From an optimization exercise on the open Yosys and OpenROAD flow, aimed at small area; shortcuts taken in it are not production practice.
Function was checked by simulation only, so behaviour that the tests miss may differ from the original.
Power and IR drop assume default switching activity.

==> flow/design.v <==
module RegFile(
	input  logic clock,
	input  logic [15:0] wdata,
	input  logic [2:0] waddr,
	input  logic write,
	input  logic [2:0] raddr_a,
	output logic [15:0] rdata_a,
	input  logic [2:0] raddr_b0,    
	input  logic [2:0] raddr_b1,    
	input  logic sel_b1,
	input  logic en_b,
	output logic [15:0] rdata_b
	);
logic [6:0][15:0] x;
genvar k;
generate for (k = 0; k < 7; k = k + 1) begin : regs
	always_ff @(posedge clock)
		if (write && waddr == k) x[k] <= wdata;
end endgenerate
always_comb begin
	rdata_a = 16'd0;
	rdata_b = 16'd0;
	for (int j = 0; j < 7; j = j + 1) begin
		rdata_a = rdata_a | (x[j] & {16{raddr_a == j}});
		rdata_b = rdata_b | (x[j] & {16{en_b && (sel_b1 ? raddr_b1 == j : raddr_b0 == j)}});
	end
end
endmodule
module ALU(
	input  logic [15:0] a,
	input  logic [15:0] b,
	input  logic sub,
	output logic [15:0] sum
	);
logic [15:0] bx;
logic [16:0] c;      
logic [15:0] s0;     
logic [15:0] p;      
logic c6, c11;       
assign bx = b ^ {16{sub}};
genvar i;
generate for (i = 0; i < 16; i = i + 1) begin : add
	logic ci;
	if (i == 0)                 assign ci = sub;
	else if (i == 6 || i == 11) assign ci = 1'b0;
	else                        assign ci = c[i];
	assign s0[i] = a[i] ^ bx[i] ^ ci;
	assign c[i+1] = (a[i] & bx[i]) | (a[i] & ci) | (bx[i] & ci);
	if (i == 6 || i == 11) assign p[i] = 1'b1;
	else if (i > 6)        assign p[i] = p[i-1] & s0[i-1];
	else                   assign p[i] = 1'b0;
end endgenerate
assign c6  = c[6];
assign c11 = c[11] | (c6 & p[10] & s0[10]);
assign sum[5:0]   = s0[5:0];
assign sum[10:6]  = s0[10:6]  ^ (p[10:6]  & {5{c6}});
assign sum[15:11] = s0[15:11] ^ (p[15:11] & {5{c11}});
endmodule
module Control(
	input  logic [3:0] opcode,
	output logic is_ld,      
	output logic is_st,      
	output logic is_b,       
	output logic is_cbz,     
	output logic regwrite,   
	output logic ld_data,    
	output logic is_andi,    
	output logic sub,        
	output logic useimm,     
	output logic b_en,       
	output logic b_rt,       
	output logic b_keep      
	);
always_comb begin
	is_ld    = opcode == 4'd5;
	is_st    = opcode == 4'd6;
	is_b     = opcode == 4'd4;
	is_cbz   = opcode == 4'd7;
	regwrite = opcode == 4'd0 || opcode == 4'd1 || opcode == 4'd5 ||
	           opcode == 4'd8 || opcode == 4'd9 || opcode == 4'd10;
	ld_data  = opcode[2];
	is_andi  = opcode[3] & opcode[0];
	sub      = opcode[3] ? opcode[1] : (opcode[0] & ~opcode[2]);
	useimm   = opcode[3] ? ~opcode[0] : opcode[2];
	b_en     = ~opcode[3] & ~(opcode[2] & opcode[0]);
	b_rt     = opcode[1];
	b_keep   = ~opcode[2];
end
endmodule
module PCLogic(
	input  logic clock,
	input  logic reset,
	input  logic taken,
	input  logic [14:0] simm,
	output logic [14:0] pc
	);
logic [14:0] inc;
logic [14:0] nxt;
logic [15:0] c;
assign inc = taken ? simm : 15'd1;
assign c[0] = 1'b0;
genvar i;
generate for (i = 0; i < 15; i = i + 1) begin : add
	assign nxt[i] = pc[i] ^ inc[i] ^ c[i];
	assign c[i+1] = (pc[i] & inc[i]) | (pc[i] & c[i]) | (inc[i] & c[i]);
end endgenerate
always_ff @(posedge clock)
	if (reset) pc <= 15'd0;
	else       pc <= nxt;
endmodule
module LEGLiteSingle(
	iaddr,		 
	daddr,		 
	dwrite,		 
	dread,		 
	dwdata,		 
	alu_out,	 
	clock,
	idata,		 
	ddata,		 
	reset,
	probe
	);
output [15:0] iaddr;
output [15:0] daddr;
output dwrite;
output dread;
output [15:0] dwdata;
output [15:0] alu_out;
input clock;
input [15:0] idata;
input [15:0] ddata;
input reset;
output [15:0] probe;
wire [15:0] simm = {{10{idata[11]}}, idata[11:6]};
assign probe = simm;
wire is_ld, is_st, is_b, is_cbz, regwrite, ld_data, is_andi, sub, useimm, b_en, b_rt, b_keep;
Control ctrl(
	.opcode(idata[15:12]),
	.is_ld(is_ld), .is_st(is_st), .is_b(is_b), .is_cbz(is_cbz),
	.regwrite(regwrite), .ld_data(ld_data), .is_andi(is_andi), .sub(sub),
	.useimm(useimm), .b_en(b_en), .b_rt(b_rt), .b_keep(b_keep)
	);
assign dread = is_ld;
assign dwrite = is_st;
wire [15:0] rda, rdb, wd;
RegFile rf(
	.clock(clock),
	.wdata(wd), .waddr(idata[2:0]), .write(regwrite),
	.raddr_a(idata[5:3]), .rdata_a(rda),
	.raddr_b0(idata[11:9]), .raddr_b1(idata[2:0]), .sel_b1(b_rt), .en_b(b_en), .rdata_b(rdb)
	);
assign dwdata = rdb;
wire [15:0] amask = simm | {16{~is_andi}};
wire [15:0] opa = rda & amask;
wire [15:0] simmg = simm & {16{useimm}};
wire [15:0] opb = (rdb & {16{b_keep}}) | simmg;
wire [15:0] sum;
ALU alu(.a(opa), .b(opb), .sub(sub), .sum(sum));
assign daddr = sum;
assign alu_out = sum;
assign wd = ld_data ? ddata : sum;
wire zero = ~|opa;    
wire taken = is_b | (is_cbz & zero);
wire [14:0] pc;
PCLogic pcl(.clock(clock), .reset(reset), .taken(taken), .simm(simm[14:0]), .pc(pc));
assign iaddr = {pc, 1'b0};
endmodule
Settings: LEC_CHECK=0, CAP_MARGIN=0, CORE_MARGIN=2, CORE_UTILIZATION=50, GPL_TIMING_DRIVEN=0, SLEW_MARGIN=0; clock period 12.0 ns.
standard.sh (not shown) runs the stock make flow with config.mk's settings and CLKGATE_MAP_FILE= SYNTH_SCRIPT=/design/flow/synth_recipe.tcl, a recipe that flattens the netlist after the stock synthesis.
==> flow/flow/run.sh <==
#!/bin/bash
# Layout flow: the standard layout (standard.sh), except that synthesis maps
# the combinational logic with an area-oriented ABC script (flow/abc.script).
# Registers, their names and cell types are as in the standard synthesis.
set -euo pipefail
W=$(pwd)
F=$(cd "$(dirname "${BASH_SOURCE[0]}")" && pwd)

# ORFS's synth.tcl with the ABC script replaced
sed '/synth_preamble.tcl/a lset abc_args 1 '"$F"'/abc.script' \
    "$FLOW_HOME/scripts/synth.tcl" > "$W/area_synth.tcl"
grep -q "lset abc_args 1" "$W/area_synth.tcl"
# The standard flow's synthesis wrapper, sourcing the copy above
sed 's#source \$::env(SCRIPTS_DIR)/synth.tcl#source '"$W"'/area_synth.tcl#' \
    "$W/synth_recipe.tcl" > "$W/area_synth_recipe.tcl"
grep -q "area_synth.tcl" "$W/area_synth_recipe.tcl"
# standard.sh with that synthesis script
sed -E 's#SYNTH_SCRIPT=[^ ]+#SYNTH_SCRIPT='"$W"'/area_synth_recipe.tcl#' \
    "$W/standard.sh" > "$W/area_standard.sh"
grep -q "area_synth_recipe.tcl" "$W/area_standard.sh"

# port buffers: the smallest buffer; no dummy clock-tree loads
export BUFFER_PORTS_ARGS="-buffer_cell sky130_fd_sc_hd__buf_1"
export CTS_ARGS="-sink_clustering_enable -repair_clock_nets -dont_use_dummy_load -sink_clustering_size 8 -buf_list {sky130_fd_sc_hd__clkbuf_4} -root_buf sky130_fd_sc_hd__clkbuf_8"
# repair with small buffers (and upsizing) rather than 6x-16x buffers:
# the platform's don't-use cells plus the large buffers
DU=$(make -s -C "$FLOW_HOME" DESIGN_CONFIG="$W/config.mk" WORK_HOME="$W/orfs" print-DONT_USE_CELLS | sed -n 's/^DONT_USE_CELLS: //p')
[ -n "$DU" ]
DU="$DU sky130_fd_sc_hd__buf_6 sky130_fd_sc_hd__buf_8 sky130_fd_sc_hd__buf_12 sky130_fd_sc_hd__buf_16"
bash "$W/area_standard.sh" "DONT_USE_CELLS=$DU" finish > "$W/make_finish.log" 2>&1 || { tail -50 "$W/make_finish.log"; exit 1; }
tail -5 "$W/make_finish.log"
==> flow/flow/abc.script <==
strash
&get -n
&fraig -x
&put
scorr
dc2
strash
&get -n
&dch -f
&nf -p -a -R 1000
&put
Edit:
--- a/flow/design.v
+++ b/flow/design.v
@@ -56,37 +56,32 @@
 assign sum[10:6]  = s0[10:6]  ^ (p[10:6]  & {5{c6}});
 assign sum[15:11] = s0[15:11] ^ (p[15:11] & {5{c11}});
 endmodule
 module Control(
 	input  logic [3:0] opcode,
-	output logic is_ld,      
-	output logic is_st,      
-	output logic is_b,       
-	output logic is_cbz,     
+	output logic is_ld,
+	output logic is_st,
+	output logic is_b,
+	output logic is_cbz,
+	output logic is_andi,
+	output logic sub,        
 	output logic regwrite,   
-	output logic ld_data,    
-	output logic is_andi,    
-	output logic sub,        
 	output logic useimm,     
-	output logic b_en,       
-	output logic b_rt,       
-	output logic b_keep      
+	output logic b_en        
 	);
 always_comb begin
 	is_ld    = opcode == 4'd5;
 	is_st    = opcode == 4'd6;
 	is_b     = opcode == 4'd4;
 	is_cbz   = opcode == 4'd7;
+	is_andi  = opcode == 4'd9;
+	sub      = opcode == 4'd1 || opcode == 4'd10;
 	regwrite = opcode == 4'd0 || opcode == 4'd1 || opcode == 4'd5 ||
 	           opcode == 4'd8 || opcode == 4'd9 || opcode == 4'd10;
-	ld_data  = opcode[2];
-	is_andi  = opcode[3] & opcode[0];
-	sub      = opcode[3] ? opcode[1] : (opcode[0] & ~opcode[2]);
-	useimm   = opcode[3] ? ~opcode[0] : opcode[2];
-	b_en     = ~opcode[3] & ~(opcode[2] & opcode[0]);
-	b_rt     = opcode[1];
-	b_keep   = ~opcode[2];
+	useimm   = opcode == 4'd5 || opcode == 4'd6 ||
+	           opcode == 4'd8 || opcode == 4'd10;
+	b_en     = !(opcode == 4'd5 || opcode == 4'd8 || opcode == 4'd9 || opcode == 4'd10);
 end
 endmodule
 module PCLogic(
 	input  logic clock,
 	input  logic reset,
@@ -132,36 +127,36 @@
 input [15:0] ddata;
 input reset;
 output [15:0] probe;
 wire [15:0] simm = {{10{idata[11]}}, idata[11:6]};
 assign probe = simm;
-wire is_ld, is_st, is_b, is_cbz, regwrite, ld_data, is_andi, sub, useimm, b_en, b_rt, b_keep;
+wire is_ld, is_st, is_b, is_cbz, is_andi, sub, regwrite, useimm, b_en;
 Control ctrl(
 	.opcode(idata[15:12]),
 	.is_ld(is_ld), .is_st(is_st), .is_b(is_b), .is_cbz(is_cbz),
-	.regwrite(regwrite), .ld_data(ld_data), .is_andi(is_andi), .sub(sub),
-	.useimm(useimm), .b_en(b_en), .b_rt(b_rt), .b_keep(b_keep)
+	.is_andi(is_andi), .sub(sub), .regwrite(regwrite),
+	.useimm(useimm), .b_en(b_en)
 	);
 assign dread = is_ld;
 assign dwrite = is_st;
 wire [15:0] rda, rdb, wd;
 RegFile rf(
 	.clock(clock),
 	.wdata(wd), .waddr(idata[2:0]), .write(regwrite),
 	.raddr_a(idata[5:3]), .rdata_a(rda),
-	.raddr_b0(idata[11:9]), .raddr_b1(idata[2:0]), .sel_b1(b_rt), .en_b(b_en), .rdata_b(rdb)
+	.raddr_b0(idata[11:9]), .raddr_b1(idata[2:0]), .sel_b1(is_st), .en_b(b_en), .rdata_b(rdb)
 	);
 assign dwdata = rdb;
 wire [15:0] amask = simm | {16{~is_andi}};
 wire [15:0] opa = rda & amask;
 wire [15:0] simmg = simm & {16{useimm}};
-wire [15:0] opb = (rdb & {16{b_keep}}) | simmg;
+wire [15:0] opb = (rdb & {16{~is_st}}) | simmg;
 wire [15:0] sum;
 ALU alu(.a(opa), .b(opb), .sub(sub), .sum(sum));
 assign daddr = sum;
 assign alu_out = sum;
-assign wd = ld_data ? ddata : sum;
+assign wd = is_ld ? ddata : sum;
 wire zero = ~|opa;    
 wire taken = is_b | (is_cbz & zero);
 wire [14:0] pc;
 PCLogic pcl(.clock(clock), .reset(reset), .taken(taken), .simm(simm[14:0]), .pc(pc));
 assign iaddr = {pc, 1'b0};
Result: The new run produced a clean layout; area after synthesis barely changes; critical path depth rose by 7; total power is higher by 16%; sequential cell count is unchanged; final cell count grows by 0.73%; routed wire length went up by 2.7%; combinational power climbs by 33%; worst setup slack loses 0.056 ns; core utilization rose by 1.1 points; non-clock buffer count goes up by 6; clock skew goes down by 0.023 ns; register-to-register slack improved by 0.43 ns; synthesized cell count decreases by 0.40%.

afterwards: timing with drivers on the ports:
The flow's constraints put no driver on any port. The routed layouts listed below were extracted and timed again, unchanged, in two steps.
Step 1 (the two cells are an assumption about what drives the block):
set clk [get_ports {clock}]
set_driving_cell -lib_cell sky130_fd_sc_hd__clkbuf_16 $clk
set_driving_cell -lib_cell sky130_fd_sc_hd__buf_2 [delete_from_list [all_inputs] $clk]
Step 2 adds t to the input delays and takes it off the output delays; t is the mean of the earliest and latest rising clock arrival at the registers after step 1. Input paths then give back, and output paths get back, about the clock's delay inside the block.
Slacks: ideal ports / drivers / drivers and shift; pairs: ideal ports / drivers.
run | shift t [ns] | slack for setup (ns) | worst setup path at the end | worst slew at a driven data input, ns | pins driven straight from the clock port
the first run | 0.445 | 0.233 / 0.198 / 0.133 | input to register | 0.04 | 1
the second run | 0.454 | 0.177 / 0.141 / 0.141 | input to output | 0.04 | 1
After both steps setup and hold are still met in every run listed. The setup slack of the first run, which loses most, moves by -0.035 ns with the drivers and by -0.100 ns with both steps.
